Context: an optimization exercise on an open-source flow, tuned for small area, a short achievable clock period and few clock cycles. The choices shown serve that exercise and are no tape-out recipe.
At most, simulation tests tie the RTL to the original design; equivalence was not proved.
Function not checked in run 7: the RTL went through the layout flow alone.
Power is estimated from default activity; no workload was simulated.

**flow/constraint.sdc**
```tcl
create_clock -name core_clock -period 15.0 [get_ports {clk}]
set_input_delay 3.0000 -clock core_clock [delete_from_list [all_inputs] [get_ports {clk}]]
set_output_delay 3.0000 -clock core_clock [all_outputs]
set_load 0.01 [all_outputs]
```
**flow/standard.sh**
```bash
#!/bin/bash
# synth_recipe.tcl (not shown) runs the flow's synth.tcl, then flattens the netlist and writes it again
# the make line also repeats each setting of config.mk as NAME=value (left out here)
make -C /OpenROAD-flow-scripts/flow DESIGN_CONFIG=/design/flow/config.mk WORK_HOME=/design/flow/orfs CLKGATE_MAP_FILE= SYNTH_SCRIPT=/design/flow/synth_recipe.tcl "${@:-finish}"
```
**flow/flow/run.sh**
```bash
#!/bin/bash
# Standard ORFS layout (the standard.sh) with extra make variables from flow/args, one per
# line: a larger SETUP_SLACK_MARGIN makes the resizer work on the critical paths even though the
# clock constraint is loose, and BUFFER_PORTS_ARGS picks the port buffer cell.
set -euo pipefail
mapfile -t extra < flow/args
bash standard.sh "${extra[@]}" finish > standard_flow.log 2>&1
```
**flow/design.v**
```verilog
`timescale 1ns/1ns
module cpu(clk, reset_n, read_m1, address1, data1, read_m2, write_m2, address2, data2_in, data2_out, num_inst, output_port, is_halted);
	input clk;
	input reset_n;
	output read_m1;
	output [16-1:0] address1;
	output read_m2;
	output write_m2;
	output [16-1:0] address2;
	input [16-1:0] data1;
	input [16-1:0] data2_in;
	output [16-1:0] data2_out;
	output reg [16-1:0] num_inst;
	output reg [16-1:0] output_port;
	output is_halted;
	reg [15:0] pc;                  
	reg        dv;                  
	reg [15:0] di;                  
	reg [15:0] dpc1;                
	reg        mv, m_we, m_ld, m_st, m_wwd, m_hlt;
	reg [1:0]  m_dst;
	reg [15:0] m_res;               
	reg [15:0] m_sd;                
	reg [15:0] r0, r1, r2, r3;
	assign read_m1 = 1'b1;
	assign address1 = pc;
	assign read_m2 = m_ld;
	assign write_m2 = m_st;
	assign address2 = m_res;
	assign data2_out = m_sd;
	assign is_halted = m_hlt;
	wire [3:0] op = di[15:12];
	wire [1:0] rs = di[11:10];
	wire [1:0] rt = di[9:8];
	wire [1:0] rd = di[7:6];
	wire [5:0] fn = di[5:0];
	wire [15:0] imm = {{8{di[7]}}, di[7:0]};
	wire op_br   = (op[3:2] == 2'b00);           
	wire op_adi  = (op == 4'd4);
	wire op_ori  = (op == 4'd5);
	wire op_lhi  = (op == 4'd6);
	wire op_lwd  = (op == 4'd7);
	wire op_swd  = (op == 4'd8);
	wire op_jal  = (op == 4'd10);
	wire op_r    = (op == 4'd15);
	wire r_alu   = op_r & ~fn[3];                
	wire r_spec  = op_r &  fn[3];                
	wire r_jpr   = r_spec & ~fn[2] & ~fn[1];
	wire r_jrl   = r_spec & ~fn[2] &  fn[1];
	wire r_wwd   = r_spec &  fn[2] & ~fn[0];
	wire r_hlt   = r_spec &  fn[2] &  fn[0];
	wire jr      = r_jpr | r_jrl;
	wire use_rs  = ~(op_lhi | op == 4'd9 | op_jal);
	wire use_rt  = (op_br & ~op[1]) | op_swd | (r_alu & ~fn[2]);
	wire we      = op_adi | op_ori | op_lhi | op_lwd | r_alu | op_jal | r_jrl;
	wire [1:0] dst = (op_jal | r_jrl) ? 2'd2 : op_r ? rd : rt;
	wire fwd_ok = mv & m_we & ~m_ld;
	wire [15:0] rf_a = rs[1] ? (rs[0] ? r3 : r2) : (rs[0] ? r1 : r0);
	wire [15:0] rf_b = rt[1] ? (rt[0] ? r3 : r2) : (rt[0] ? r1 : r0);
	wire [15:0] A = (fwd_ok && m_dst == rs) ? m_res : rf_a;
	wire [15:0] B = (fwd_ok && m_dst == rt) ? m_res : rf_b;
	wire stall = dv & mv & m_ld & ((use_rs && m_dst == rs) || (use_rt && m_dst == rt));
	wire d_hlt = dv & r_hlt;
	wire hold  = stall | d_hlt;
	wire issue = dv & ~hold;
	wire is_sub = r_alu & (fn[2:0] == 3'd1);
	wire is_tcp = r_alu & (fn[2:0] == 3'd5);
	wire [15:0] add_x = is_tcp ? ~A : A;
	wire [15:0] add_y = is_tcp ? 16'd0 : r_alu ? (is_sub ? ~B : B) : imm;
	wire [15:0] sum = add_x + add_y + {15'd0, is_sub | is_tcp};
	reg [15:0] res;
	always @(*) begin
		if (op_r) begin
			case (fn[2:0])
				3'd2: res = A & B;
				3'd3: res = A | B;
				3'd4: res = ~A;
				3'd6: res = {A[14:0], 1'b0};
				3'd7: res = {1'b0, A[15:1]};
				default: res = sum;
			endcase
			if (r_spec) res = fn[1] ? dpc1 : A;       
		end
		else if (op_ori) res = A | imm;
		else if (op_lhi) res = {di[7:0], 8'h00};
		else if (op_jal) res = dpc1;
		else res = sum;
	end
	wire a_zero = (A == 16'd0);
	wire eq = (A == B);
	reg taken;
	always @(*) begin
		case (op[1:0])
			2'd0: taken = ~eq;
			2'd1: taken = eq;
			2'd2: taken = ~A[15] & ~a_zero;
			default: taken = A[15];
		endcase
	end
	wire [15:0] btarget = dpc1 + imm;
	wire br_redirect = issue & op_br & taken & (di[7:0] != 8'd0);
	wire jr_redirect = issue & jr;
	wire redirect = br_redirect | jr_redirect;
	wire f_jump = (data1[15:12] == 4'd9) | (data1[15:12] == 4'd10);
	wire [15:0] pc_inc = pc + 16'd1;
	wire [15:0] pc_next = hold ? pc :
	                      br_redirect ? btarget :
	                      jr_redirect ? A :
	                      f_jump ? {4'h0, data1[11:0]} : pc_inc;
	always @(posedge clk) begin
		if (!reset_n) begin
			pc <= 16'd0;
			dv <= 1'b0;
			mv <= 1'b0;
			m_we <= 1'b0;
			m_ld <= 1'b0;
			m_st <= 1'b0;
			m_wwd <= 1'b0;
			m_hlt <= 1'b0;
			num_inst <= 16'd0;
			output_port <= 16'd0;
		end
		else begin
			pc <= pc_next;
			if (!hold)
				dv <= ~redirect;
			mv <= issue;
			m_we <= issue & we;
			m_ld <= issue & op_lwd;
			m_st <= issue & op_swd;
			m_wwd <= issue & r_wwd;
			m_hlt <= d_hlt;
			if (mv) num_inst <= num_inst + 16'd1;
			if (mv & m_wwd) output_port <= m_res;
		end
	end
	always @(posedge clk) begin
		if (!hold) begin
			di <= data1;
			dpc1 <= pc_inc;
		end
		m_dst <= dst;
		m_res <= res;
		m_sd <= B;
	end
	wire [15:0] wd = reset_n ? (m_ld ? data2_in : m_res) : 16'd0;
	wire wr = m_we | ~reset_n;
	always @(posedge clk) begin
		if (wr && (m_dst == 2'd0 || !reset_n)) r0 <= wd;
		if (wr && (m_dst == 2'd1 || !reset_n)) r1 <= wd;
		if (wr && (m_dst == 2'd2 || !reset_n)) r2 <= wd;
		if (wr && (m_dst == 2'd3 || !reset_n)) r3 <= wd;
	end
endmodule
```
**flow/flow/args**
```
SETUP_SLACK_MARGIN=11
BUFFER_PORTS_ARGS=-buffer_cell sky130_fd_sc_hd__buf_2
```
**flow/config.mk**
```make
export PLATFORM = sky130hd
export DESIGN_NAME = cpu
export DESIGN_NICKNAME = cpu
export VERILOG_FILES = /design/flow/design.v
export SDC_FILE = /design/flow/constraint.sdc
export NUM_CORES = 4
export LEC_CHECK = 0
export ABC_AREA = 1
export CAP_MARGIN = 20
export CORE_MARGIN = 2
export CORE_UTILIZATION = 65
export PLACE_DENSITY = 0.8
export SLEW_MARGIN = 20
```
==> results of run 1 <==
## worst max-delay path by stage
stage                     endpoint  slack [ns]  cells past startpoint               from
6_report              address2[14]       10.98                      1  m_res[14]$_DFF_P_
5_1_grt         pc[5]$_SDFFE_PN0N_       10.87                     21    di[8]$_DFFE_PN_
4_1_cts          m_res[12]$_DFF_P_       10.96                     23   di[13]$_DFFE_PN_
3_5_place_dp     m_res[12]$_DFF_P_        9.75                     23    di[9]$_DFFE_PN_
3_3_place_gp     m_res[12]$_DFF_P_        9.91                     23    di[9]$_DFFE_PN_
2_1_floorplan  pc[15]$_SDFFE_PN0N_       10.90                     10          data1[15]
## kinds of logic after synthesis
| logic type | synth area share |
|---|---|
| simple gates | 0.272 |
| compound gates | 0.164 |
| buf+inv | 0.0809 |
| flops | 0.376 |
| fa+ha+maj | 0.0684 |
| xor+xnor | 0.0387 |
| other cells | 0.000302 |
## cell usage after synthesis (7+ instances only)
library cell and number:
nor3_1 22, nand2_2 7, xor2_1 26, a211oi_1 10, o21ai_0 127, edfxtp_1 96
o2111ai_1 11, clkbuf_1 54, o31ai_1 7, o211ai_1 33, a22oi_1 10, ha_1 63
xnor2_1 27, nor4_1 9, nor2_1 229, nand2_1 392, a21oi_1 92, dfxtp_1 89
o22ai_1 21, nand3_1 93, buf_2 8, nand4_1 30, inv_1 174
## layout by cell type, fill, tap and decap left out, types with 8 or more instances in the layout
cell type	count
a22oi_1	10
o22ai_1	21
buf_2	112
dfxtp_4	17
o21ai_0	116
o211ai_1	33
clkbuf_16	18
nor3_1	22
ha_1	63
edfxtp_1	96
nand3_1	89
a21oi_1	88
dfxtp_1	51
nand4_1	30
o2111ai_1	11
buf_4	79
nor2_1	227
o21ai_1	11
a211oi_1	8
xnor2_1	26
xor2_1	25
nand2_1	385
nand2_2	11
dfxtp_2	21
inv_1	165
## registers in the layout, summed over array words and instances (netlist names), 2 cells and up
| register | flops |
|---|---|
| di | 16 |
| dpc1 | 16 |
| m_res | 16 |
| m_sd | 16 |
| num_inst | 16 |
| output_port | 16 |
| pc | 16 |
| r0 | 16 |
| r1 | 16 |
| r2 | 16 |
| r3 | 16 |
| m_dst | 2 |
## stage by stage
| stage | total power [W] | cells |
|---|---|---|
| 3_5_place_dp | 0.00109 | 1992 |
| 2_1_floorplan | 0.000929 | 1702 |
| 5_1_grt | 0.00171 | 2105 |
| 6_report | 0.00165 | 2107 |
| 4_1_cts | 0.00158 | 2057 |
| 3_3_place_gp | 0.00108 | 1992 |
## cell type report
type,count,area [um^2],area share
antenna,2,5.00,0.000338
clock buffer,18,439,0.0297
clock inverter,14,179,0.0121
inverter,182,719,0.0486
multi-input combinational,1264,6990,0.472
sequential,185,4750,0.321
tap,234,293,0.0198
timing repair buffer,206,1410,0.0952
timing repair inverter,2,12.5,0.000845
## power groups by stage
stage               Clock [W]  Combinational, W  Sequential, W
global route         0.000496          0.000537       0.000674
floorplan                   0          0.000272       0.000658
global placement            0          0.000400       0.000680
finish               0.000478          0.000502       0.000674
CTS                  0.000471          0.000442       0.000670
detailed placement          0          0.000406       0.000682
## timing repair
action | CTS | global route
cloned | 3 | 4
setup buffers | 30 | 44
pin swaps | 5 | 14
endpoints found under the setup margin | 63 | 50
hold endpoints to repair | 0 | 0
gates resized for setup | 66 | 68
## per-layer routing
metal	global-route usage	share of wire	routed length, um
met1	0.530	0.35	16000
met2	0.669	0.44	20200
met3	0.0952	0.13	5960
met4	0.271	0.079	3600
met5	0	0.00028	13
==> flow_summary.toml, run 1 <==
[outcome]
status = "no timing/DRC/antenna violations"

[power_and_ir_drop]
p_leak_nw = 6.92
pwr-share-clk = 0.289
p_comb_frac = 0.304
peakVddDrop_v = 0.0000931
switching_share = 0.379
p_switching_w = 0.000626
internal_power_w = 0.00103
powerDensity_nw_per_um2 = 112
pwr-share-seq = 0.407

[logic_synthesis]
synth_edf_count = 96
synth-seq-cells = 185
ys_seq_area_frac = 0.376
postSynthAreaPerCell_um2 = 7.29
syn_nets = 1802
yosysWarnings = 1
synthArstFlopShare = 0
synth_top_area_frac = 0.232
synthTopCellsByArea = "edfxtp_1 (23%), dfxtp_1 (14%), nand2_1 (12%)"
synth_flop_cell = "edfxtp_1"
yosys.cell_types.count = 55
yosysTopAreaCell = "edfxtp_1"
syn_inst = 1702
syn_area_um2 = 12400

[min_path]
hold_path_class = "reg2reg"
hold_end = "num_inst[0]$_SDFFE_PN0P_"
holdPathStages = 1
hp-start = "num_inst[0]$_SDFFE_PN0P_"

[clock_tree]
numCtsBuffers = 17
clock_latency_ns = 0.46
clk_pin_slew_ns = 0.08
cts.path.max_buffers = 2
hold_buffers = 0
clockRootBuffer = "clkbuf_16"
ctsHtreeMaxLevel = 4
cts_tree = "built"
numClockSinks = 185

[timing]
skew_ns = 0.0177
final_hold_viol_count = 0
hold_ws_ns = 0.480
rsz0062_at_grt = "yes"
slew_viol_final = 0
setup-violations-final = 0
setup_tns_ns = 0
slew_headroom = 0.321
finalWorstSetupSlack_ns = 10.98
fmax_mhz = 249
fin_crit_sh = 0.268
fin_crit_ns = 4.02
tightestPinTransition_ns = 1.02

[setup_path]
worstPathCellList = "buf_2"
reg2reg_slack_ns = 11.01
reg2reg_to = "pc[5]$_SDFFE_PN0N_"
cpPeakStageDelay_ns = 0.42
crit_family = "flip-flops"
slowest_stage = "dfxtp_4"
required_ns = 12.00
cp-end-kind = "output pin"
worstRegToRegCells = 21
crit_arrival_ns = 1.02
critical_path_peak_fanout = 5
cp.buffers_inverters = 1
crit_type = "reg2out"
r2r-start = "di[8]$_DFFE_PN_"
critPathLaunchType = "register"

[placement]
dp_hpwl_um = 30300
dp_slack_ns = 9.75
port_buffers = 116
place_congestion = 1.01
place_area_um2 = 13100

[drt]
drtAntennaViolNets = 0
wl_per_cell_um = 21.7
vias_per_cell = 6.48
vias = 13600
routed_wl_um = 45800
drc_errors = 0
first_pass_iters = 13
initialDrtViolationCount = 2312

[final_layout]
fin_util = 0.791
fillers = 1312
nNetsFinal = 1958
drive_gt1_frac = 0.187
area_growth_pct = 19.3
fin_area_um2 = 14800

[die]
die_y_um = 142
core_um2 = 18700
start_util = 0.663
pin_count = 118
rows = 50
die_area_um2 = 20200
die_w_um = 142

[global_routing]
grt_pass1_vias = 12000
grt_pass1_wl_um = 65500
grt_overflow = 0
grt_usage = 0.425
grt_max_degree = 62
antenna_found_initial = 2

[run]
cap_violations = 0
Testbench counts, summed over its fixed seeds: cycles 39,662.
==> run 2, diff against run 1 <==
--- a/flow/config.mk
+++ b/flow/config.mk
@@ -8,6 +8,5 @@
 export ABC_AREA = 1
-export CAP_MARGIN = 20
+export CAP_MARGIN = 0
 export CORE_MARGIN = 2
-export CORE_UTILIZATION = 65
-export PLACE_DENSITY = 0.8
-export SLEW_MARGIN = 20
+export CORE_UTILIZATION = 40
+export SLEW_MARGIN = 0
==> run 2 against run 1 <==
Sequential cell count stayed put. Cell count up 7.8%. Power rose by 1.5%. Largest power group unchanged. Still clean. Hold slack worse by 0.0079 ns. Sequential power barely moved. Critical endpoint is now address2[13]. Routed wire length is 2.6% higher. Clock skew shrank 0.0040 ns.
==> flow_summary.toml, run 2 <==
[logic_synthesis]
synthArstFlopShare = 0
yosys.cell_types.count = 55
synth_most_common_cell = "nand2_1"
syn_nets = 1802
synthTopCellsByCount = "nand2_1 (392), nor2_1 (229), inv_1 (174), o21ai_0 (127), edfxtp_1 (96)"
syn_inst = 1702
ys_seq_area_frac = 0.376
synth-seq-cells = 185
synth_flop_cell = "edfxtp_1"
synth_top_area_frac = 0.232
yosysTopAreaCell = "edfxtp_1"
synthTopCellsByArea = "edfxtp_1 (23%), dfxtp_1 (14%), nand2_1 (12%)"
yosysWarnings = 1
syn_area_um2 = 12400
synth_edf_count = 96
postSynthAreaPerCell_um2 = 7.29

[final_layout]
seq_area_um2 = 4790
area_growth_pct = 22.3
fillers = 3045
nNetsFinal = 1962
mostFrequentLayoutCell = "nand2_1"
stdcell_count = 2271
multi_input_area_um2 = 7000
drive_gt1_frac = 0.201
diodes = 0
final_cell_mix = "nand2_1 (379), nor2_1 (228), inv_1 (165), o21ai_0 (111), buf_2 (104)"

[power_and_ir_drop]
powerDensity_nw_per_um2 = 111
peakVddDrop_v = 0.0000713
total_power_w = 0.00168
p_leak_nw = 7.00

[timing]
final_hold_viol_count = 0
tightestPinTransition_ns = 0.858
fin_crit_sh = 0.267
setup-violations-final = 0
setup_tns_ns = 0
slew_headroom = 0.427
slew_viol_final = 0
rsz0062_at_grt = "yes"
skew_ns = 0.0137
fin_crit_ns = 4.01
hold_ws_ns = 0.472
fmax_mhz = 249

[clock_tree]
cts_tree = "built"
clockRootBuffer = "clkbuf_16"
cts.path.max_buffers = 2
ctsHtreeMaxLevel = 4
clk_pin_slew_ns = 0.08
hold_buffers = 0
numCtsBuffers = 17
clock_latency_ns = 0.46
numClockSinks = 185

[outcome]
status = "no timing/DRC/antenna violations"

[setup_path]
crit_family = "flip-flops"
cp-end-kind = "output pin"
critPathLaunch = "m_res[13]$_DFF_P_"
critPathLaunchType = "register"
cp.buffers_inverters = 1
critical_path_peak_fanout = 2
crit_arrival_ns = 1.01
r2r-start = "di[9]$_DFFE_PN_"
reg2reg_to = "pc[11]$_SDFFE_PN0N_"
cpPeakStageDelay_ns = 0.43
worstPathCellList = "buf_6"
slowest_stage = "dfxtp_4"
required_ns = 12.00
crit_type = "reg2out"
worstRegToRegCells = 19
reg2reg_slack_ns = 11.08

[run]
cap_violations = 0

[die]
rows = 64
start_util = 0.405
die_w_um = 180
die_y_um = 180
pin_count = 118
core_um2 = 30600
die_area_um2 = 32400

[drt]
first_pass_iters = 6
wl_per_cell_um = 20.7
drtAntennaViolNets = 0
vias_per_cell = 5.58
vias = 12700
initialDrtViolationCount = 1155
drc_errors = 0
routed_wl_um = 47000

[global_routing]
grt_pass1_vias = 11400
grt_max_degree = 62
grt_overflow = 0
grt_pass1_wl_um = 68600
grt_usage = 0.276
antenna_found_initial = 0

[min_path]
holdPathStages = 1
hp-start = "num_inst[0]$_SDFFE_PN0P_"
hold_path_class = "reg2reg"
hold_end = "num_inst[0]$_SDFFE_PN0P_"

[placement]
dp_hpwl_um = 32600
place_congestion = 0.961
port_buffers = 116
dp.cells = 2161
run 2: metrics by stage:
| stage | setup slack (ns) | instance area, um^2 | utilization |
|---|---|---|---|
| 2_1_floorplan | 10.90 | 12500 | - |
| 3_3_place_gp | 10.15 | 13400 | 0.437 |
| 3_5_place_dp | 10.14 | 13400 | 0.437 |
| 4_1_cts | 10.98 | 14500 | 0.475 |
| 5_1_grt | 10.89 | 15200 | 0.496 |
| 6_report | 10.99 | 15200 | 0.496 |
run 2: kinds of logic after synthesis:
family / count (synthesis) / share of synthesized area
simple gates: 800 / 0.272
buf+inv: 255 / 0.0809
fa+ha+maj: 66 / 0.0684
xor+xnor: 54 / 0.0387
flops: 185 / 0.376
other cells: 1 / 0.000302
compound gates: 341 / 0.164
run 2: worst max path at each step:
stage / cells after the start / to / slack [ns]
finish: 1 / address2[13] / 10.99
global placement: 20 / m_res[13]$_DFF_P_ / 10.15
CTS: 1 / address2[13] / 10.98
detailed placement: 20 / m_res[13]$_DFF_P_ / 10.14
global route: 22 / m_res[15]$_DFF_P_ / 10.89
floorplan: 10 / pc[15]$_SDFFE_PN0N_ / 10.90
run 2: routing by layer:
metal	global-route usage	up-vias	wire (um)
li1	-	6055	-
met1	0.381	5922	20500
met2	0.419	587	20300
met3	0.0576	99	4040
met4	0.117	0	2060
met5	0	-	0
run 2: repair_timing:
| item | 4_1_cts | 5_1_grt |
|---|---|---|
| setup buffers | 35 | 37 |
| pin swaps | 6 | 12 |
| cloned | 1 | 5 |
| gates resized for setup | 99 | 79 |
| setup endpoints to repair | 67 | 54 |
run 2: power breakdown:
group          switching [W]  total (W)  internal, W  leakage [nW]
Combinational       0.000349   0.000540     0.000191          4.94
Sequential         0.0000615   0.000671     0.000610          1.77
Clock               0.000243   0.000468     0.000226         0.294
run 2: cell type report:
class	instances	area share
timing repair inverter	1	0.000330
multi-input combinational	1262	0.462
tap	396	0.0327
timing repair buffer	213	0.103
clock buffer	17	0.0281
sequential	185	0.316
clock inverter	15	0.0113
inverter	182	0.0478
==> run 3, diff against run 2 <==
--- a/flow/design.v
+++ b/flow/design.v
@@ -17,2 +17,4 @@
 	reg        dv;                  
+	reg        fwd_a, fwd_b;        
+	reg        ld_use;              
 	reg [15:0] di;                  
@@ -52,12 +54,9 @@
 	wire jr      = r_jpr | r_jrl;
-	wire use_rs  = ~(op_lhi | op == 4'd9 | op_jal);
-	wire use_rt  = (op_br & ~op[1]) | op_swd | (r_alu & ~fn[2]);
 	wire we      = op_adi | op_ori | op_lhi | op_lwd | r_alu | op_jal | r_jrl;
 	wire [1:0] dst = (op_jal | r_jrl) ? 2'd2 : op_r ? rd : rt;
-	wire fwd_ok = mv & m_we & ~m_ld;
 	wire [15:0] rf_a = rs[1] ? (rs[0] ? r3 : r2) : (rs[0] ? r1 : r0);
 	wire [15:0] rf_b = rt[1] ? (rt[0] ? r3 : r2) : (rt[0] ? r1 : r0);
-	wire [15:0] A = (fwd_ok && m_dst == rs) ? m_res : rf_a;
-	wire [15:0] B = (fwd_ok && m_dst == rt) ? m_res : rf_b;
-	wire stall = dv & mv & m_ld & ((use_rs && m_dst == rs) || (use_rt && m_dst == rt));
+	wire [15:0] A = fwd_a ? m_res : rf_a;
+	wire [15:0] B = fwd_b ? m_res : rf_b;
+	wire stall = dv & ld_use;
 	wire d_hlt = dv & r_hlt;
@@ -105,6 +104,15 @@
 	wire [15:0] pc_inc = pc + 16'd1;
-	wire [15:0] pc_next = hold ? pc :
-	                      br_redirect ? btarget :
-	                      jr_redirect ? A :
-	                      f_jump ? {4'h0, data1[11:0]} : pc_inc;
+	wire f_take = f_jump & ~hold & ~redirect;
+	wire [15:0] x_next = hold ? pc :
+	                     br_redirect ? btarget :
+	                     jr_redirect ? A : pc_inc;
+	wire [15:0] pc_next = f_take ? {4'h0, data1[11:0]} : x_next;
+	wire [3:0] f_op = data1[15:12];
+	wire [1:0] f_rs = data1[11:10];
+	wire [1:0] f_rt = data1[9:8];
+	wire f_use_rs = ~(f_op == 4'd6 | f_op == 4'd9 | f_op == 4'd10);
+	wire f_use_rt = (f_op[3:1] == 3'd0) | (f_op == 4'd8) | ((f_op == 4'd15) & ~data1[3] & ~data1[2]);
+	wire x_wr = issue & we;
+	wire f_hit_rs = x_wr & (dst == f_rs);
+	wire f_hit_rt = x_wr & (dst == f_rt);
 	always @(posedge clk) begin
@@ -113,2 +121,5 @@
 			dv <= 1'b0;
+			fwd_a <= 1'b0;
+			fwd_b <= 1'b0;
+			ld_use <= 1'b0;
 			mv <= 1'b0;
@@ -126,2 +137,12 @@
 				dv <= ~redirect;
+			if (!hold) begin
+				fwd_a <= f_hit_rs & ~op_lwd;
+				fwd_b <= f_hit_rt & ~op_lwd;
+				ld_use <= op_lwd & ((f_hit_rs & f_use_rs) | (f_hit_rt & f_use_rt));
+			end
+			else begin
+				fwd_a <= 1'b0;
+				fwd_b <= 1'b0;
+				ld_use <= 1'b0;
+			end
 			mv <= issue;
==> flow/flow/args (replaced) <==
SETUP_SLACK_MARGIN=11
BUFFER_PORTS_ARGS=-buffer_cell sky130_fd_sc_hd__buf_1
--- a/flow/config.mk
+++ b/flow/config.mk
@@ -8,5 +8,5 @@
 export ABC_AREA = 1
-export CAP_MARGIN = 0
+export CAP_MARGIN = 20
 export CORE_MARGIN = 2
 export CORE_UTILIZATION = 40
-export SLEW_MARGIN = 0
+export SLEW_MARGIN = 20
==> run 3 against run 2 <==
Die area hardly changed. Cell count decreased by 3.1%. Maximum frequency down 1.8%. Setup slack got worse by 0.073 ns. Clock power rose by 4%. Clock-buffer cell count is 2 higher. Still clean. Non-clock buffer count down 45. Hold slack improved by 0.019 ns.
==> flow_summary.toml, run 3 <==
[placement]
port_buffers = 116
dp_slack_ns = 9.41
dp_hpwl_um = 32400
place_area_um2 = 13100
dp.cells = 2127
place_congestion = 0.964

[drt]
drtAntennaViolNets = 0
wl_per_cell_um = 20.7
initialDrtViolationCount = 1274
first_pass_iters = 6
vias = 12400
vias_per_cell = 5.64
drc_errors = 0
routed_wl_um = 45500

[logic_synthesis]
yosys.cell_types.count = 54
synth-seq-cells = 188
synthTopCellsByCount = "nand2_1 (347), inv_1 (220), o21ai_0 (180), a21oi_1 (154), nor2_1 (119)"
synthArstFlopShare = 0
yosysTopAreaCell = "edfxtp_1"
synth_flop_cell = "edfxtp_1"
ys_seq_area_frac = 0.381
synth_top_area_frac = 0.232
syn_inst = 1675
yosysWarnings = 1
syn_nets = 1775
synthTopCellsByArea = "edfxtp_1 (23%), dfxtp_1 (15%), nand2_1 (10%)"
synth_edf_count = 96
postSynthAreaPerCell_um2 = 7.41
syn_area_um2 = 12400
synth_most_common_cell = "nand2_1"

[clock_tree]
clock_latency_ns = 0.46
numCtsBuffers = 17
clk_pin_slew_ns = 0.08
numClockSinks = 188
cts.path.max_buffers = 2
ctsHtreeMaxLevel = 4
clockRootBuffer = "clkbuf_16"
cts_tree = "built"

[die]
die_area_um2 = 32400
start_util = 0.406
core_um2 = 30600
pin_count = 118
die_w_um = 180
die_y_um = 180
rows = 64

[final_layout]
fin_area_um2 = 14600
seq_area_um2 = 4810
multi_input_area_um2 = 6700
diodes = 0
nNetsFinal = 1891
final_cell_mix = "nand2_1 (334), inv_1 (201), o21ai_0 (162), a21oi_1 (153), nor2_1 (115)"
fillers = 3138
area_growth_pct = 17.8
mostFrequentLayoutCell = "nand2_1"
drive_gt1_frac = 0.145
stdcell_count = 2200

[timing]
slew_headroom = 0.336
final_hold_viol_count = 0
fin_crit_sh = 0.272
setup-violations-final = 0
fmax_mhz = 245
slew_viol_final = 0
skew_ns = 0.0308
fin_crit_ns = 4.08
rsz0062_at_grt = "yes"
tightestPinTransition_ns = 0.996
setup_tns_ns = 0
finalWorstSetupSlack_ns = 10.92

[setup_path]
critical_path_peak_fanout = 29
cp-end-kind = "register"
critPathLaunch = "di[1]$_DFFE_PN_"
crit_type = "reg2reg"
crit_arrival_ns = 4.41
required_ns = 15.32
critPathLaunchType = "register"
r2r-start = "di[1]$_DFFE_PN_"

[run]
cap_violations = 0

[power_and_ir_drop]
peakVddDrop_v = 0.0000959
powerDensity_nw_per_um2 = 115
p_leak_nw = 6.47

[global_routing]
grt_pass1_wl_um = 67500
grt_usage = 0.269
grt_pass1_vias = 11400
antenna_found_initial = 0
grt_max_degree = 51
grt_overflow = 0

[min_path]
hp-start = "output_port[5]$_SDFFE_PN0P_"
hold_path_class = "reg2reg"

[outcome]
status = "no timing/DRC/antenna violations"
run 3: critical path, stage by stage (launching register included):
cell and delay (ns):
edfxtp_1 0.33, buf_4 0.24, inv_1 0.48, nand2_1 0.68, clkinv_1 0.76, a2111oi_0 1.03, nor2_1 0.17, a21oi_1 0.17
nand2_1 0.09
run 3: logic make-up (layout without fill, tap and decap cells):
| group | count (synthesis) | after routing | synth area share |
|---|---|---|---|
| and+or+nand+nor | 618 | 619 | 0.210 |
| AOI/OAI and AO/OA | 443 | 443 | 0.201 |
| buffers and inverters | 299 | 427 | 0.0975 |
| DFF | 188 | 188 | 0.381 |
| adders and majority gates | 66 | 66 | 0.0684 |
| xor gates and xnor gates | 59 | 59 | 0.0417 |
| other | 1 | 1 | 0.000302 |
| muxes | 1 | 1 | 0.000807 |
run 3: layout make-up:
| type | instances | share of cell area |
|---|---|---|
| timing repair inverter | 2 | 0.00103 |
| clock buffer | 19 | 0.0303 |
| multi-input combinational | 1189 | 0.459 |
| timing repair buffer | 168 | 0.0731 |
| sequential | 188 | 0.330 |
| inverter | 225 | 0.0614 |
| clock inverter | 13 | 0.0121 |
| tap | 396 | 0.0339 |
run 3: worst paths after layout:
path	cells after the start	slack, ns	to
min	2	0.49	output_port[5]$_SDFFE_PN0P_
max reg2reg	8	10.92	m_res[9]$_DFF_P_
min reg2reg	2	0.49	output_port[5]$_SDFFE_PN0P_
max	8	10.92	m_res[9]$_DFF_P_
run 3: power breakdown:
group	switching, W	internal, W
Combinational	0.000349	0.000171
Clock	0.000216	0.000271
Sequential	0.0000550	0.000621
Total	0.000620	0.00106
run 3: routing by layer:
metal  vias to the layer above  GRT usage  wire length, um
li1                       5884          -                -
met1                      5851      0.375            20200
met2                       587      0.415            20000
met3                        83     0.0507             3790
met4                         0     0.0974             1470
met5                         -          0                0
run 3: through the flow:
stage          hold slack [ns]   util  power (W)
3_3_place_gp             0.470  0.428    0.00112
4_1_cts                  0.493  0.469    0.00166
6_report                 0.491  0.478    0.00168
3_5_place_dp             0.479  0.428    0.00113
2_1_floorplan            0.453      -   0.000947
5_1_grt                  0.518  0.478    0.00176
run 3: timing repair:
action / in CTS / in global routing
setup endpoints to repair: 170 / 56
cloned: 4 / 3
buffers inserted: 27 / 7
pin swaps: 5 / 9
resized for setup: 153 / 58
hold buffers: 0 / 0
Testbench counts of run 3, summed over its fixed seeds: cycles 39,662.
==> run 4, diff against run 3 <==
==> flow/flow/args (replaced) <==
SETUP_SLACK_MARGIN=11
BUFFER_PORTS_ARGS=-buffer_cell sky130_fd_sc_hd__buf_2
--- a/flow/config.mk
+++ b/flow/config.mk
@@ -12 +12,2 @@
 export SLEW_MARGIN = 20
+export TNS_END_PERCENT = 20
==> run 4 against run 3 <==
Largest power group unchanged. Cell count up 0.32%. Utilization down 0.086 points. Clock power down 7.0%. Hold slack worse by 0.00088 ns. Sequential cell count unchanged. Global-route usage down 0.64 points. Maximum frequency down 0.98%. Critical path depth down 7. Critical path type is now reg2out.
==> flow_summary.toml, run 4 <==
[die]
start_util = 0.406
pin_count = 118
die_y_um = 180
core_um2 = 30600
die_w_um = 180
die_area_um2 = 32400
rows = 64

[drt]
wl_per_cell_um = 20.4
drc_errors = 0
routed_wl_um = 45000
initialDrtViolationCount = 1297
vias_per_cell = 5.64
first_pass_iters = 7
drtAntennaViolNets = 0
vias = 12500

[clock_tree]
clock_latency_ns = 0.45
ctsHtreeMaxLevel = 4
cts.path.max_buffers = 2
clockRootBuffer = "clkbuf_16"
clk_pin_slew_ns = 0.09
cts_tree = "built"
numClockSinks = 188
numCtsBuffers = 17

[logic_synthesis]
yosys.cell_types.count = 54
synthArstFlopShare = 0
synth_most_common_cell = "nand2_1"
ys_seq_area_frac = 0.381
yosysTopAreaCell = "edfxtp_1"
synth_top_area_frac = 0.232
syn_nets = 1775
yosysWarnings = 1
syn_area_um2 = 12400
synthTopCellsByArea = "edfxtp_1 (23%), dfxtp_1 (15%), nand2_1 (10%)"
postSynthAreaPerCell_um2 = 7.41
synth_flop_cell = "edfxtp_1"
synthTopCellsByCount = "nand2_1 (347), inv_1 (220), o21ai_0 (180), a21oi_1 (154), nor2_1 (119)"
synth_edf_count = 96
synth-seq-cells = 188
syn_inst = 1675

[setup_path]
worstPathCellList = "buf_2"
critPathLaunchType = "register"
critPathLaunch = "m_res[10]$_DFF_P_"
reg2reg_slack_ns = 11.18
endpoint = "address2[10]"
cpPeakStageDelay_ns = 0.48
critical_path_peak_fanout = 2
reg2reg_to = "m_res[13]$_DFF_P_"
cp-end-kind = "output pin"
required_ns = 12.00
crit_type = "reg2out"
path_depth = 1
slowest_stage = "dfxtp_1"
worstRegToRegCells = 22
cp.buffers_inverters = 1
crit_family = "flip-flops"
r2r-start = "di[1]$_DFFE_PN_"
crit_arrival_ns = 1.12

[timing]
fmax_mhz = 242
slew_headroom = 0.324
slew_viol_final = 0
finalWorstSetupSlack_ns = 10.88
final_hold_viol_count = 0
setup_tns_ns = 0
tightestPinTransition_ns = 1.01
hold_ws_ns = 0.490
setup-violations-final = 0
skew_ns = 0.0187
fin_crit_ns = 4.12
rsz0062_at_grt = "yes"
fin_crit_sh = 0.275

[final_layout]
drive_gt1_frac = 0.167
stdcell_count = 2207
area_growth_pct = 17.5
nNetsFinal = 1898
final_cell_mix = "nand2_1 (334), inv_1 (204), o21ai_0 (159), a21oi_1 (152), nor2_1 (116)"
diodes = 0
fin_area_um2 = 14600
mostFrequentLayoutCell = "nand2_1"

[global_routing]
grt_overflow = 0
grt_usage = 0.262
use_met3 = 0.0536
use_met2 = 0.410
grt_use_met1 = 0.364
grt_pass1_vias = 11300
grt_busiest_layer = "met2"
grt_max_degree = 51
grt_pass1_wl_um = 65900
antenna_found_initial = 1

[power_and_ir_drop]
pwr-share-clk = 0.279
peakVddDrop_v = 0.000101
p_leak_nw = 6.69
p_switching_w = 0.000615
powerDensity_nw_per_um2 = 111
internal_power_w = 0.00101
switching_share = 0.379
p_comb_frac = 0.310
pwr-share-seq = 0.411

[placement]
dp_slack_ns = 9.57
dp.cells = 2127
place_area_um2 = 13200
dp_hpwl_um = 32000
port_buffers = 116
place_congestion = 0.976

[outcome]
status = "no timing/DRC/antenna violations"

[min_path]
hold_path_class = "reg2reg"

[run]
cap_violations = 0
## run 4: changes by cell type in the layout (fill, tap and decap cells not counted), moves of 3 or more
cell and delta:
buf_2 +85, buf_1 -69, dfxtp_1 +33, dfxtp_2 -19, dfxtp_4 -14, clkbuf_2 -12
inv_2 -5, o21ai_2 +5, buf_4 +3, bufinv_16 -3, inv_1 +3, o21ai_0 -3
## run 4: how the worst min path moves through the flow
stage,startpoint,slack [ns],endpoint,cells past startpoint
finish,output_port[1]$_SDFFE_PN0P_,0.49,output_port[1]$_SDFFE_PN0P_,2
global route,dv$_SDFFE_PN0N_,0.51,m_hlt$_SDFF_PN0_,2
CTS,dv$_SDFFE_PN0N_,0.49,m_hlt$_SDFF_PN0_,2
detailed placement,output_port[1]$_SDFFE_PN0P_,0.48,output_port[1]$_SDFFE_PN0P_,2
global placement,output_port[5]$_SDFFE_PN0P_,0.47,output_port[5]$_SDFFE_PN0P_,2
floorplan,dv$_SDFFE_PN0N_,0.45,m_hlt$_SDFF_PN0_,2
## run 4: cell type report
type                    count  area, um^2
repair inverters            2        15.0
clock inverters            11        95.1
well taps                 396         495
inverters                 225         905
repair buffers            174        1160
multi-input cells        1190        6710
fillers                  3031       16000
clock buffers              21         472
flip-flops and latches    188        4740
## run 4: power groups by stage
stage | clock network [W] | registers, W | logic [W]
2_1_floorplan | 0 | 0.000665 | 0.000282
3_3_place_gp | 0 | 0.000680 | 0.000447
3_5_place_dp | 0 | 0.000679 | 0.000450
4_1_cts | 0.000456 | 0.000665 | 0.000474
5_1_grt | 0.000476 | 0.000674 | 0.000546
6_report | 0.000453 | 0.000668 | 0.000503
## run 4: cells by family after synthesis
group | after synthesis | synth area share
AOI/OAI and AO/OA | 443 | 0.201
adders and majority gates | 66 | 0.0684
xor gates and xnor gates | 59 | 0.0417
muxes | 1 | 0.000807
other | 1 | 0.000302
buffers and inverters | 299 | 0.0975
DFF | 188 | 0.381
and+or+nand+nor | 618 | 0.210
## run 4: routing by layer
layer  vias to the layer above  part of all wire
met4                         0             0.030
li1                       5898                 -
met5                         -                 0
met2                       622              0.44
met1                      5860              0.43
met3                        74             0.093
## run 4: timing repair
action / 4_1_cts / 5_1_grt
setup endpoints to repair: 143 / 73
pin swaps: 2 / 9
resized for setup: 59 / 59
setup buffers: 28 / 14
cloned: 1 / 5
hold buffers: 0 / 0
## run 4: through the flow
stage / utilization / power (W)
floorplan: - / 0.000947
global placement: 0.433 / 0.00113
detailed placement: 0.433 / 0.00113
CTS: 0.465 / 0.00160
global route: 0.477 / 0.00170
finish: 0.477 / 0.00162
==> run 5, diff against run 4 <==
==> flow/flow/args (replaced) <==
SETUP_SLACK_MARGIN=10.8
BUFFER_PORTS_ARGS=-buffer_cell sky130_fd_sc_hd__buf_2
--- a/flow/config.mk
+++ b/flow/config.mk
@@ -12,2 +12 @@
 export SLEW_MARGIN = 20
-export TNS_END_PERCENT = 20
==> run 5 against run 4 <==
Clock-buffer cell count is 2 higher. Largest power group unchanged. Hold slack got worse by 0.0075 ns. Die area stayed put. Clock power is 2% higher. Sequential share of layout area rose by 0.54 points. Routed wire length is 1.3% lower. Clock skew is 0.0047 ns lower. First-iteration DRC count is 14% lower. Synthesized cell count stayed put. Non-clock buffer count fell by 10. Utilization fell by 0.85 points. Critical endpoint is now address2[14]. Combinational power decreased by 3%.
==> flow_summary.toml, run 5 <==
[outcome]
status = "no timing/DRC/antenna violations"

[drt]
wl_per_cell_um = 20.3
initialDrtViolationCount = 1120
drtAntennaViolNets = 0
routed_wl_um = 44500
first_pass_iters = 7
drc_errors = 0
vias = 12200
vias_per_cell = 5.56

[min_path]
hp-start = "output_port[5]$_SDFFE_PN0P_"
hold_path_class = "reg2reg"
holdPathStages = 2
hold_end = "output_port[5]$_SDFFE_PN0P_"

[setup_path]
reg2reg_to = "m_res[13]$_DFF_P_"
crit_type = "reg2out"
slowest_stage = "dfxtp_1"
required_ns = 12.00
worstPathCellList = "buf_2"
cp-end-kind = "output pin"
crit_arrival_ns = 1.19
critPathLaunchType = "register"
crit_family = "flip-flops"
critical_path_peak_fanout = 3
cp.buffers_inverters = 1
cpPeakStageDelay_ns = 0.54
reg2reg_slack_ns = 11.00
r2r-start = "di[15]$_DFFE_PN_"
worstRegToRegCells = 22

[logic_synthesis]
synth_fa_ha_area_frac = 0.0684
synthTopCellsByCount = "nand2_1 (347), inv_1 (220), o21ai_0 (180), a21oi_1 (154), nor2_1 (119)"
syn_area_um2 = 12400
yosysWarnings = 1
synthMuxAreaShare = 0.000807
synth_xor_area_frac = 0.0417
syn_nets = 1775
yosysTopAreaCell = "edfxtp_1"
synth_most_common_cell = "nand2_1"
synthArstFlopShare = 0
syn_inst = 1675
synth-simple-area-share = 0.210
synth_edf_count = 96
synth_top_area_frac = 0.232
synth_compound_area_frac = 0.201
synth_top_family_by_area = "simple AND/OR/NAND/NOR gates"
ys_seq_area_frac = 0.381
postSynthAreaPerCell_um2 = 7.41
synthTopCellsByArea = "edfxtp_1 (23%), dfxtp_1 (15%), nand2_1 (10%)"
yosys.cell_types.count = 54
synth-seq-cells = 188
synth_flop_cell = "edfxtp_1"

[die]
core_um2 = 30600
rows = 64
pin_count = 118
die_y_um = 180
start_util = 0.406
die_w_um = 180
die_area_um2 = 32400

[timing]
finalWorstSetupSlack_ns = 10.81
fin_crit_sh = 0.280
fmax_mhz = 238
setup-violations-final = 0
fin_crit_ns = 4.19
final_hold_viol_count = 0
tightestPinTransition_ns = 1.01
slew_viol_final = 0
setup_tns_ns = 0
skew_ns = 0.0140
rsz0062_at_grt = "yes"
slew_headroom = 0.325

[placement]
dp_hpwl_um = 32200
port_buffers = 116
dp_slack_ns = 9.78
place_congestion = 0.969

[global_routing]
grt_usage = 0.266
antenna_found_initial = 2
grt_pass1_wl_um = 66300
grt_max_degree = 50
grt_overflow = 0
grt_pass1_vias = 11100

[clock_tree]
numClockSinks = 188
cts.path.max_buffers = 2
clock_latency_ns = 0.45
cts_tree = "built"
clockRootBuffer = "clkbuf_16"
ctsHtreeMaxLevel = 4
numCtsBuffers = 17
clk_pin_slew_ns = 0.08

[final_layout]
drive_gt1_frac = 0.147
seq_area_um2 = 4730
multi_input_area_um2 = 6610
fillers = 3121
area_growth_pct = 15.5
final_cell_mix = "nand2_1 (339), inv_1 (207), o21ai_0 (171), a21oi_1 (152), nor2_1 (116)"
mostFrequentLayoutCell = "nand2_1"
nNetsFinal = 1885

[run]
cap_violations = 0

[power_and_ir_drop]
powerDensity_nw_per_um2 = 113
p_leak_nw = 6.61
peakVddDrop_v = 0.0000788
## run 5: cell counts after synthesis
Identical to the previous run, type by type.
## run 5: kinds of logic after synthesis
kind of cell	Yosys count
buffers and inverters	299
AOI/OAI and AO/OA	443
adders and majority gates	66
xor gates and xnor gates	59
muxes	1
other	1
DFF	188
and+or+nand+nor	618
## run 5: stage by stage
stage	area, um^2	hold WS (ns)	power (W)	utilization	instances
6_report	14300	0.482	0.00162	0.468	2195
4_1_cts	14000	0.489	0.00160	0.457	2168
5_1_grt	14300	0.525	0.00170	0.468	2194
2_1_floorplan	12400	0.453	0.000946	-	1675
3_5_place_dp	13200	0.472	0.00113	0.433	2129
3_3_place_gp	13200	0.465	0.00113	0.433	2129
## run 5: routing by layer
metal	track usage	share of wire
met1	0.370	0.44
met2	0.411	0.44
met3	0.0592	0.090
met4	0.0823	0.024
met5	0	0.00040
## run 5: what timing repair did
item,CTS,global route
resized for setup,33,38
setup buffers,7,23
cloned,0,2
setup endpoints to repair,68,30
pin swaps,1,5
hold buffers,0,0
## run 5: layout make-up
| cell class | count | area share |
|---|---|---|
| multi-input combinational | 1189 | 0.461 |
| sequential | 188 | 0.330 |
| timing repair buffer | 164 | 0.0710 |
| inverter | 225 | 0.0615 |
| clock buffer | 23 | 0.0364 |
| tap | 396 | 0.0346 |
| clock inverter | 9 | 0.00489 |
| antenna | 1 | 0.000175 |
## run 5: how the worst max path moves through the flow
stage                            startpoint  cells after the start                  end  slack [ns]
after CTS                  fwd_b$_SDFF_PP0_                     21    m_res[12]$_DFF_P_       10.76
after global routing       di[15]$_DFFE_PN_                     23    m_res[13]$_DFF_P_       10.75
final                     m_res[14]$_DFF_P_                      1         address2[14]       10.81
after detailed placement    di[8]$_DFFE_PN_                     20  pc[15]$_SDFFE_PP0N_        9.78
after floorplan                     reset_n                      3      r0[0]$_DFFE_PP_       10.78
after global placement      di[9]$_DFFE_PN_                     19  pc[15]$_SDFFE_PP0N_        9.84
## run 5: report_power, final
part	internal, W	total, W	switching, W
logic	0.000156	0.000487	0.000330
clock network	0.000249	0.000460	0.000211
registers	0.000613	0.000671	0.0000579
==> run 6, diff against run 5 <==
==> flow/flow/args (replaced) <==
SETUP_SLACK_MARGIN=11
BUFFER_PORTS_ARGS=-buffer_cell sky130_fd_sc_hd__buf_2
==> run 6 against run 5 <==
Clock-buffer cell count down 2. Power rose by 3.6%. Utilization is 1.8 points higher. Area after synthesis is the same. Hold slack lost 0.0026 ns. Sequential power rose by 0.6%. Maximum frequency is 5.1% higher. Register-to-register slack better by 0.15 ns. Die area unchanged. Global-route usage is 0.36 points higher.
==> flow_summary.toml, run 6 <==
[drt]
drtAntennaViolNets = 0
vias = 12300
drc_errors = 0
wl_per_cell_um = 20.5
first_pass_iters = 7
initialDrtViolationCount = 1256
vias_per_cell = 5.56
routed_wl_um = 45500

[setup_path]
slowest_stage = "dfxtp_4"
required_ns = 12.00
cp-end-kind = "output pin"
crit_type = "reg2out"
critPathLaunchType = "register"
worstPathCellList = "buf_6"
cpPeakStageDelay_ns = 0.41
crit_family = "flip-flops"
critical_path_peak_fanout = 3
crit_arrival_ns = 0.99
cp.buffers_inverters = 1

[power_and_ir_drop]
p_leak_nw = 6.79
powerDensity_nw_per_um2 = 113
p_switching_w = 0.000620
internal_power_w = 0.00106
peakVddDrop_v = 0.0000778
pwr-share-seq = 0.403
p_comb_frac = 0.316
switching_share = 0.370
pwr-share-clk = 0.281

[logic_synthesis]
synthTopCellsByArea = "edfxtp_1 (23%), dfxtp_1 (15%), nand2_1 (10%)"
postSynthAreaPerCell_um2 = 7.41
synth_edf_count = 96
syn_nets = 1775
synth-seq-cells = 188
syn_inst = 1675
synthTopCellsByCount = "nand2_1 (347), inv_1 (220), o21ai_0 (180), a21oi_1 (154), nor2_1 (119)"
synthArstFlopShare = 0
synth_top_area_frac = 0.232
synth_flop_cell = "edfxtp_1"
syn_area_um2 = 12400
yosys.cell_types.count = 54
yosysTopAreaCell = "edfxtp_1"
ys_seq_area_frac = 0.381
synth_most_common_cell = "nand2_1"
yosysWarnings = 1

[run]
cap_violations = 0

[timing]
slew_headroom = 0.423
setup_tns_ns = 0
fin_crit_sh = 0.266
final_hold_viol_count = 0
rsz0062_at_grt = "yes"
fmax_mhz = 251
slew_viol_final = 0
fin_crit_ns = 3.99
setup-violations-final = 0
skew_ns = 0.0176
tightestPinTransition_ns = 0.865

[clock_tree]
cts.path.max_buffers = 2
ctsHtreeMaxLevel = 4
clock_latency_ns = 0.46
numClockSinks = 188
cts_tree = "built"
numCtsBuffers = 17
clockRootBuffer = "clkbuf_16"
clk_pin_slew_ns = 0.08

[placement]
place_congestion = 1.03
dp_hpwl_um = 32300
place_area_um2 = 13300
port_buffers = 116

[die]
die_y_um = 180
rows = 64
core_um2 = 30600
die_area_um2 = 32400
start_util = 0.406
pin_count = 118
die_w_um = 180

[outcome]
status = "no timing/DRC/antenna violations"

[final_layout]
nNetsFinal = 1908
drive_gt1_frac = 0.197
fin_area_um2 = 14900
mostFrequentLayoutCell = "nand2_1"
final_cell_mix = "nand2_1 (337), inv_1 (198), o21ai_0 (159), a21oi_1 (148), nor2_1 (115)"
fillers = 3043
diodes = 0
area_growth_pct = 19.9

[min_path]
hold_path_class = "reg2reg"

[global_routing]
grt_max_degree = 51
antenna_found_initial = 0
grt_pass1_wl_um = 67900
grt_overflow = 0
grt_usage = 0.269
grt_pass1_vias = 11400
run 6: cell count changes in the layout (fill, tap and decap cells not counted), moves of 6 or more:
cell,before,now
o21ai_2,7,16
inv_1,207,198
dfxtp_1,88,50
o21ai_0,171,159
buf_6,1,8
clkinvlp_4,7,13
dfxtp_2,4,23
dfxtp_4,0,19
buf_4,42,57
run 6: cell type report:
class	count	area (um^2)	area share
sequential	188	4820	0.324
timing repair inverter	2	15.0	0.00101
inverter	225	898	0.0604
timing repair buffer	184	1270	0.0856
tap	396	495	0.0333
clock buffer	21	450	0.0303
clock inverter	11	136	0.00917
multi-input combinational	1190	6780	0.456
run 6: metrics by stage:
step           cells  hold WS, ns  utilization  setup WS, ns  total power (W)
6_report        2217        0.480        0.486         11.01          0.00168
5_1_grt         2217        0.514        0.486         10.94          0.00176
4_1_cts         2184        0.488        0.469         10.92          0.00163
3_5_place_dp    2131        0.470        0.434          9.58          0.00113
3_3_place_gp    2131        0.466        0.434          9.66          0.00113
2_1_floorplan   1675        0.453            -         10.99         0.000947
run 6: path summary, 6_finish.rpt:
kind / start / to / slack, ns / cells past startpoint
worst max-delay path: m_res[14]$_DFF_P_ / address2[14] / 11.01 / 1
worst min-delay path: output_port[1]$_SDFFE_PN0P_ / output_port[1]$_SDFFE_PN0P_ / 0.48 / 2
worst max register to register: di[14]$_DFFE_PN_ / m_res[13]$_DFF_P_ / 11.15 / 25
worst min register to register: output_port[1]$_SDFFE_PN0P_ / output_port[1]$_SDFFE_PN0P_ / 0.48 / 2
run 6: power by group through the flow:
stage          logic (W)  registers [W]  clock network [W]
4_1_cts         0.000483       0.000672           0.000477
5_1_grt         0.000578       0.000680           0.000498
6_report        0.000529       0.000675           0.000471
3_3_place_gp    0.000451       0.000679                  0
3_5_place_dp    0.000453       0.000679                  0
2_1_floorplan   0.000282       0.000665                  0
run 6: logic make-up after synthesis:
logic type / synth area share
compound gates: 0.201
other cells: 0.000302
xor+xnor: 0.0417
mux: 0.000807
buf+inv: 0.0975
fa+ha+maj: 0.0684
flops: 0.381
simple gates: 0.210
run 6: layer usage:
metal / part of all wire / up-vias / track usage
met2: 0.44 / 529 / 0.419
li1: - / 5920 / -
met5: 0 / - / 0
met3: 0.074 / 82 / 0.0473
met1: 0.45 / 5799 / 0.374
met4: 0.036 / 0 / 0.104
run 6: worst min-delay path, delay by kind of cell (launching register included):
family	cells	cell delay, ns
flops	1	0.33
simple gates	2	0.12
run 6: timing repair:
action                                  in CTS  in global routing
pin swaps                                    4                 12
endpoints found under the setup margin     141                 50
resized for setup                          112                 75
hold buffers                                 0                  0
buffers inserted                            18                 29
gates cloned                                 3                  4
==> run 7, diff against run 6 <==
--- a/flow/design.v
+++ b/flow/design.v
@@ -66,3 +66,3 @@
 	wire is_tcp = r_alu & (fn[2:0] == 3'd5);
-	wire [15:0] add_x = is_tcp ? ~A : A;
+	wire [15:0] add_x = op_br ? dpc1 : is_tcp ? ~A : A;      
 	wire [15:0] add_y = is_tcp ? 16'd0 : r_alu ? (is_sub ? ~B : B) : imm;
@@ -98,3 +98,3 @@
 	end
-	wire [15:0] btarget = dpc1 + imm;
+	wire [15:0] btarget = sum;
 	wire br_redirect = issue & op_br & taken & (di[7:0] != 8'd0);
==> run 7 against run 6 <==
Power fell by 1.7%. Sequential cell count stayed put. First-iteration DRC count is 4.7% higher. Cell area decreased by 2.1%. Clock skew is 0.0056 ns higher. Cell count down 1.3%. Critical path type unchanged. Largest cell class unchanged. Highest routed layer unchanged.
==> flow_summary.toml, run 7 <==
[global_routing]
grt_overflow = 0
grt_usage = 0.280
grt_max_degree = 52
antenna_found_initial = 0
grt_pass1_vias = 11400
grt_pass1_wl_um = 66500

[timing]
rsz0062_at_grt = "yes"
fmax_mhz = 251
finalWorstSetupSlack_ns = 11.01
slew_headroom = 0.246
slew_viol_final = 0
final_hold_viol_count = 0
skew_ns = 0.0232
setup_tns_ns = 0
tightestPinTransition_ns = 1.12
fin_crit_sh = 0.266
setup-violations-final = 0
fin_crit_ns = 3.99

[die]
core_um2 = 29600
rows = 63
pin_count = 118
start_util = 0.406
die_area_um2 = 31500
die_w_um = 177
die_y_um = 177

[drt]
vias_per_cell = 5.67
first_pass_iters = 5
wl_per_cell_um = 21.0
drc_errors = 0
vias = 12400
drtAntennaViolNets = 0
initialDrtViolationCount = 1315
routed_wl_um = 46000

[power_and_ir_drop]
peakVddDrop_v = 0.0000723
p_switching_w = 0.000617
pwr-share-seq = 0.406
p_comb_frac = 0.314
switching_share = 0.375
pwr-share-clk = 0.280
p_leak_nw = 6.64
powerDensity_nw_per_um2 = 113
internal_power_w = 0.00103

[logic_synthesis]
synth_xor_area_frac = 0.0255
synth_compound_area_frac = 0.204
synth_fa_ha_area_frac = 0.0533
synth-simple-area-share = 0.217
syn_nets = 1727
yosysWarnings = 1
yosysTopAreaCell = "edfxtp_1"
syn_area_um2 = 12000
synth_top_area_frac = 0.240
synth_top_family_by_area = "simple AND/OR/NAND/NOR gates"
ys_seq_area_frac = 0.393
synth_flop_cell = "edfxtp_1"
synthArstFlopShare = 0
synthTopCellsByCount = "nand2_1 (363), inv_1 (223), o21ai_0 (196), a21oi_1 (130), nor2_1 (126)"
yosys.cell_types.count = 54
synthTopCellsByArea = "edfxtp_1 (24%), dfxtp_1 (15%), nand2_1 (11%)"
postSynthAreaPerCell_um2 = 7.32
syn_inst = 1643
synth-seq-cells = 188
synth_edf_count = 96
synthMuxAreaShare = 0.000833
synth_most_common_cell = "nand2_1"

[final_layout]
nNetsFinal = 1869
multi_input_area_um2 = 6330
final_cell_mix = "nand2_1 (347), inv_1 (203), o21ai_0 (177), a21oi_1 (125), nor2_1 (119)"
fin_area_um2 = 14600
diodes = 0
fillers = 2962
drive_gt1_frac = 0.212
mostFrequentLayoutCell = "nand2_1"
area_growth_pct = 21.1
seq_area_um2 = 4810

[setup_path]
worstRegToRegCells = 22
required_ns = 12.00
crit_type = "reg2out"
critPathLaunchType = "register"
slowest_stage = "dfxtp_1"
critical_path_peak_fanout = 2
worstPathCellList = "buf_2"
cpPeakStageDelay_ns = 0.39
cp.buffers_inverters = 1
cp-end-kind = "output pin"
r2r-start = "di[0]$_DFFE_PN_"
reg2reg_slack_ns = 11.13
reg2reg_to = "m_res[14]$_DFF_P_"
crit_family = "flip-flops"
crit_arrival_ns = 0.99

[min_path]
hold_end = "num_inst[0]$_SDFFE_PN0P_"
hold_path_class = "reg2reg"
holdPathStages = 1
hp-start = "num_inst[0]$_SDFFE_PN0P_"

[clock_tree]
numCtsBuffers = 17
hold_buffers = 0
cts.path.max_buffers = 2
clk_pin_slew_ns = 0.07
numClockSinks = 188
ctsHtreeMaxLevel = 4
clock_latency_ns = 0.46
cts_tree = "built"
clockRootBuffer = "clkbuf_16"

[placement]
port_buffers = 116
place_congestion = 0.977
dp_hpwl_um = 32000
dp_slack_ns = 9.73
place_area_um2 = 12900

[outcome]
status = "no timing/DRC/antenna violations"

[run]
cap_violations = 0
==> run 7: cell types whose count changed after synthesis, sizes merged, moves of 7 or more <==
cell,delta
a21oi,-19
o21ai,+16
xor2,-16
ha,-15
nand2,+13
nand3,-9
nand4,+8
nor3,-8
xnor2,-8
buf,+7
==> run 7: power groups by stage <==
stage          sequential, W  combinational [W]  clock (W)
2_1_floorplan       0.000666           0.000269          0
3_3_place_gp        0.000676           0.000440          0
3_5_place_dp        0.000676           0.000441          0
4_1_cts             0.000668           0.000461   0.000464
5_1_grt             0.000674           0.000563   0.000486
6_report            0.000669           0.000518   0.000461
==> run 7: worst max path at each step <==
| stage | start | to | slack [ns] | cells after the start |
|---|---|---|---|---|
| 3_3_place_gp | di[12]$_DFFE_PN_ | m_res[15]$_DFF_P_ | 9.84 | 26 |
| 2_1_floorplan | reset_n | r0[0]$_DFFE_PP_ | 11.01 | 2 |
| 4_1_cts | di[9]$_DFFE_PN_ | m_res[14]$_DFF_P_ | 10.97 | 28 |
| 5_1_grt | di[8]$_DFFE_PN_ | m_res[14]$_DFF_P_ | 10.92 | 26 |
| 3_5_place_dp | di[13]$_DFFE_PN_ | m_res[14]$_DFF_P_ | 9.73 | 25 |
| 6_report | m_res[0]$_DFF_P_ | address2[0] | 11.01 | 1 |
==> run 7: kinds of logic after synthesis <==
logic type                 after synthesis
and+or+nand+nor                        622
AOI/OAI and AO/OA                      433
other                                    1
xor gates and xnor gates                35
buffers and inverters                  313
adders and majority gates               50
DFF                                    188
muxes                                    1
==> run 7: stage by stage <==
step           hold slack (ns)  instances  total power, W   util
6_report                 0.464       2188         0.00165  0.491
2_1_floorplan            0.471       1643        0.000934      -
5_1_grt                  0.486       2188         0.00172  0.491
3_3_place_gp             0.491       2090         0.00112  0.434
3_5_place_dp             0.490       2090         0.00112  0.434
4_1_cts                  0.467       2145         0.00159  0.467
==> run 7: routing by layer <==
metal / wire length [um] / part of all wire / global-route usage / vias to the layer above
met5: 0 / 0 / 0 / -
met4: 1420 / 0.031 / 0.100 / 0
met3: 3850 / 0.084 / 0.0424 / 97
met2: 20800 / 0.45 / 0.446 / 675
met1: 19900 / 0.43 / 0.387 / 5848
li1: - / - / - / 5787
==> run 7: what timing repair did <==
action / 4_1_cts / 5_1_grt
setup endpoints to repair: 132 / 44
cloned: 1 / 7
pin swaps: 4 / 17
setup buffers: 22 / 36
endpoints found under the hold margin: 0 / 0
resized for setup: 89 / 95
==> run 7: cell type report <==
class | instances | share of cell area
flip-flops and latches | 188 | 0.331
clock buffers | 20 | 0.0328
repair inverters | 2 | 0.000859
clock inverters | 12 | 0.00705
multi-input cells | 1143 | 0.434
inverters | 230 | 0.0634
repair buffers | 203 | 0.0973
well taps | 390 | 0.0335
==> run 8, diff against run 7 <==
--- a/flow/design.v
+++ b/flow/design.v
@@ -65,22 +65,15 @@
 	wire is_sub = r_alu & (fn[2:0] == 3'd1);
-	wire is_tcp = r_alu & (fn[2:0] == 3'd5);
-	wire [15:0] add_x = op_br ? dpc1 : is_tcp ? ~A : A;      
-	wire [15:0] add_y = is_tcp ? 16'd0 : r_alu ? (is_sub ? ~B : B) : imm;
-	wire [15:0] sum = add_x + add_y + {15'd0, is_sub | is_tcp};
+	wire inv_a  = r_alu & fn[2] & ~fn[1];            
+	wire [15:0] yv = r_alu ? B : imm;
+	wire [15:0] add_x = op_br ? dpc1 : inv_a ? ~A : A;
+	wire [15:0] add_y = (inv_a | r_spec) ? 16'd0 : is_sub ? ~yv : yv;
+	wire [15:0] sum = add_x + add_y + {15'd0, is_sub | (inv_a & fn[0])};
 	reg [15:0] res;
 	always @(*) begin
-		if (op_r) begin
-			case (fn[2:0])
-				3'd2: res = A & B;
-				3'd3: res = A | B;
-				3'd4: res = ~A;
-				3'd6: res = {A[14:0], 1'b0};
-				3'd7: res = {1'b0, A[15:1]};
-				default: res = sum;
-			endcase
-			if (r_spec) res = fn[1] ? dpc1 : A;       
-		end
-		else if (op_ori) res = A | imm;
-		else if (op_lhi) res = {di[7:0], 8'h00};
-		else if (op_jal) res = dpc1;
+		if (op_lhi) res = {di[7:0], 8'h00};
+		else if (op_jal | r_jrl) res = dpc1;                           
+		else if (op_ori | (r_alu & fn[2:0] == 3'd3)) res = A | yv;
+		else if (r_alu & fn[2:0] == 3'd2) res = A & yv;
+		else if (r_alu & fn[2:0] == 3'd6) res = {A[14:0], 1'b0};
+		else if (r_alu & fn[2:0] == 3'd7) res = {1'b0, A[15:1]};
 		else res = sum;
@@ -98,4 +91,3 @@
 	end
-	wire [15:0] btarget = sum;
-	wire br_redirect = issue & op_br & taken & (di[7:0] != 8'd0);
+		wire br_redirect = issue & op_br & taken & (di[7:0] != 8'd0);
 	wire jr_redirect = issue & jr;
@@ -106,4 +98,3 @@
 	wire [15:0] x_next = hold ? pc :
-	                     br_redirect ? btarget :
-	                     jr_redirect ? A : pc_inc;
+	                     redirect ? sum : pc_inc;
 	wire [15:0] pc_next = f_take ? {4'h0, data1[11:0]} : x_next;
--- a/flow/config.mk
+++ b/flow/config.mk
@@ -7,3 +7,2 @@
 export LEC_CHECK = 0
-export ABC_AREA = 1
 export CAP_MARGIN = 20
==> run 8 against run 7 <==
First-iteration DRC count shrank 15%. Maximum frequency decreased by 5.6%. Critical endpoint is now m_res[15]$_DFF_P_. Area after synthesis is 7.2% lower. Largest power group is now combinational cells. Still clean on timing, DRC and antenna. Register-to-register slack worse by 0.36 ns. Clock skew down 0.0063 ns. Die area is 7.0% lower. Clock power increased by 6.3%.
==> flow_summary.toml, run 8 <==
[placement]
place_congestion = 0.950
dp_slack_ns = 10.04
dp_hpwl_um = 26200
port_buffers = 116
place_area_um2 = 12100

[logic_synthesis]
synth_most_common_cell = "nand2_1"
syn_nets = 1207
ys_seq_area_frac = 0.423
syn_area_um2 = 11200
synthArstFlopShare = 0
synthTopCellsByCount = "nand2_1 (120), nor2_1 (104), edfxtp_1 (96), dfxtp_1 (92), o21ai_0 (75)"
yosysWarnings = 1
postSynthAreaPerCell_um2 = 9.66
synthTopCellsByArea = "edfxtp_1 (26%), dfxtp_1 (17%), mux4_2 (6.3%)"
synth_edf_count = 96
synth_flop_cell = "edfxtp_1"
yosysTopAreaCell = "edfxtp_1"
syn_inst = 1155
synth_top_area_frac = 0.258
synth-seq-cells = 188
yosys.cell_types.count = 77

[min_path]
hold_path_class = "reg2reg"

[setup_path]
worstRegToRegCells = 17
critical_path_peak_fanout = 6
crit_arrival_ns = 4.61
reg2reg_slack_ns = 10.77
crit_type = "reg2reg"
required_ns = 15.39
critPathLaunch = "di[8]$_DFFE_PN_"
slowest_stage = "mux4_2"
cpPeakStageDelay_ns = 0.56
cp-end-kind = "register"
endpoint = "m_res[15]$_DFF_P_"
critPathLaunchType = "register"
reg2reg_to = "m_res[15]$_DFF_P_"
worstPathCellList = "buf_12 > mux4_2 > mux2i_4 > nor2_1 > a21oi_2 > xor2_1 > nor2_1 > ha_1 > or3_1 > a221oi_2 > o211ai_1 > o41ai_2 > o21ai_1 > xnor2_1 > o311ai_1 > o21ai_1 > o21ai_1"
crit_top_cell = "o21ai_1"
r2r-start = "di[8]$_DFFE_PN_"

[global_routing]
grt_pass1_wl_um = 58100
grt_usage = 0.268
use_met2 = 0.420
grt_use_met1 = 0.368
grt_pass1_vias = 9443
grt_busiest_layer = "met2"
antenna_found_initial = 1
grt_max_degree = 79
use_met3 = 0.0511
grt_overflow = 0

[clock_tree]
clk_pin_slew_ns = 0.09
numClockSinks = 188
clock_latency_ns = 0.46
cts_tree = "built"
clockRootBuffer = "clkbuf_16"
cts.path.max_buffers = 2
numCtsBuffers = 17
ctsHtreeMaxLevel = 4
hold_buffers = 0

[final_layout]
fin_util = 0.517
fillers = 2547
drive_gt1_frac = 0.334
nNetsFinal = 1394
fin_area_um2 = 14300
final_cell_mix = "nand2_1 (118), buf_2 (111), buf_4 (104), nor2_1 (100), edfxtp_1 (96)"
mostFrequentLayoutCell = "nand2_1"
area_growth_pct = 28.0

[power_and_ir_drop]
p_leak_nw = 5.83
peakVddDrop_v = 0.0000675
powerDensity_nw_per_um2 = 135

[drt]
routed_wl_um = 39200
wl_per_cell_um = 22.6
first_pass_iters = 5
vias_per_cell = 5.83
vias = 10100
drtAntennaViolNets = 0
initialDrtViolationCount = 1117
drc_errors = 0

[timing]
slew_headroom = 0.299
fmax_mhz = 237
setup_tns_ns = 0
setup-violations-final = 0
hold_ws_ns = 0.461
finalWorstSetupSlack_ns = 10.77
tightestPinTransition_ns = 1.05
slew_viol_final = 0
fin_crit_sh = 0.282
fin_crit_ns = 4.23
final_hold_viol_count = 0
rsz0062_at_grt = "yes"
skew_ns = 0.0168

[die]
rows = 61
pin_count = 118
die_area_um2 = 29300
start_util = 0.404
core_um2 = 27600
die_y_um = 171
die_w_um = 171

[outcome]
status = "no timing/DRC/antenna violations"

[run]
cap_violations = 0
## run 8: cell count changes in the layout (fill, tap and decap cells not counted), moves of 27 or more
| cell | previous run | this run |
|---|---|---|
| buf_4 | 76 | 104 |
| nand2_1 | 347 | 118 |
| xnor2_1 | 5 | 41 |
| nor2b_1 | 0 | 27 |
| inv_1 | 203 | 38 |
| mux4_2 | 0 | 31 |
| o21ai_0 | 177 | 50 |
| ha_1 | 44 | 14 |
| nand3_1 | 66 | 24 |
| a21oi_1 | 125 | 49 |
| mux2i_1 | 1 | 36 |
## run 8: how the worst min path moves through the flow
stage	startpoint	end	slack, ns	cells after the start
detailed placement	output_port[6]$_SDFFE_PN0P_	output_port[6]$_SDFFE_PN0P_	0.46	2
finish	output_port[8]$_SDFFE_PN0P_	output_port[8]$_SDFFE_PN0P_	0.46	2
floorplan	di[4]$_DFFE_PN_	m_res[12]$_DFF_P_	0.47	2
CTS	output_port[7]$_SDFFE_PN0P_	output_port[7]$_SDFFE_PN0P_	0.47	2
global placement	output_port[8]$_SDFFE_PN0P_	output_port[8]$_SDFFE_PN0P_	0.45	2
global route	output_port[6]$_SDFFE_PN0P_	output_port[6]$_SDFFE_PN0P_	0.48	2
## run 8: routing by layer
| layer | vias up | routed length, um |
|---|---|---|
| li1 | 4610 | - |
| met1 | 4864 | 16300 |
| met2 | 540 | 17900 |
| met3 | 91 | 3490 |
| met4 | 0 | 1450 |
| met5 | - | 0 |
## run 8: logic make-up after synthesis
group | count (synthesis) | share of synthesized area
simple gates | 362 | 0.152
compound gates | 298 | 0.178
flops | 188 | 0.423
buf+inv | 114 | 0.0448
xor+xnor | 93 | 0.0730
mux | 81 | 0.108
fa+ha+maj | 18 | 0.0215
other cells | 1 | 0.000336
## run 8: area by class of cell
class / instances / area (um^2) / area share
multi-input cells: 855 / 6430 / 0.450
flip-flops and latches: 188 / 4870 / 0.341
repair buffers: 235 / 1690 / 0.118
well taps: 378 / 473 / 0.0331
clock buffers: 19 / 464 / 0.0325
clock inverters: 13 / 175 / 0.0123
inverters: 45 / 175 / 0.0123
diodes: 1 / 2.50 / 0.000175
## run 8: critical path: cells and delay by family (launching register included)
family / cells / cell delay [ns]
AOI/OAI and AO/OA: 8 / 1.63
adders and majority gates: 1 / 0.29
and+or+nand+nor: 3 / 0.50
buffers and inverters: 1 / 0.15
xor gates and xnor gates: 2 / 0.44
muxes: 2 / 0.75
DFF: 1 / 0.40
## run 8: report_power, final
group          internal [W]  total [W]  switching, W  leakage, nW
Sequential         0.000643   0.000714     0.0000713         1.80
Clock              0.000243   0.000490      0.000246        0.307
Combinational      0.000318   0.000722      0.000404         3.73
## run 8: timing repair
item | CTS | global route
resized for setup | 153 | 58
buffers inserted | 74 | 29
gates cloned | 2 | 2
pin swaps | 30 | 40
hold endpoints to repair | 0 | 0
setup endpoints to repair | 145 | 53
## run 8: metrics by stage
step / cells / power (W)
6_report: 1734 / 0.00193
4_1_cts: 1702 / 0.00187
2_1_floorplan: 1155 / 0.00106
5_1_grt: 1733 / 0.00201
3_5_place_dp: 1594 / 0.00126
3_3_place_gp: 1594 / 0.00125
Testbench counts of run 8, summed over its fixed seeds: cycles 39,662.

Check on run 8: ideal ports give 10.772 ns setup slack; a clkbuf_16 on the clock port and buf_2 on the inputs give 10.772 ns; moving port delays by the midpoint clock arrival (0.495 ns) as well gives 10.522 ns.
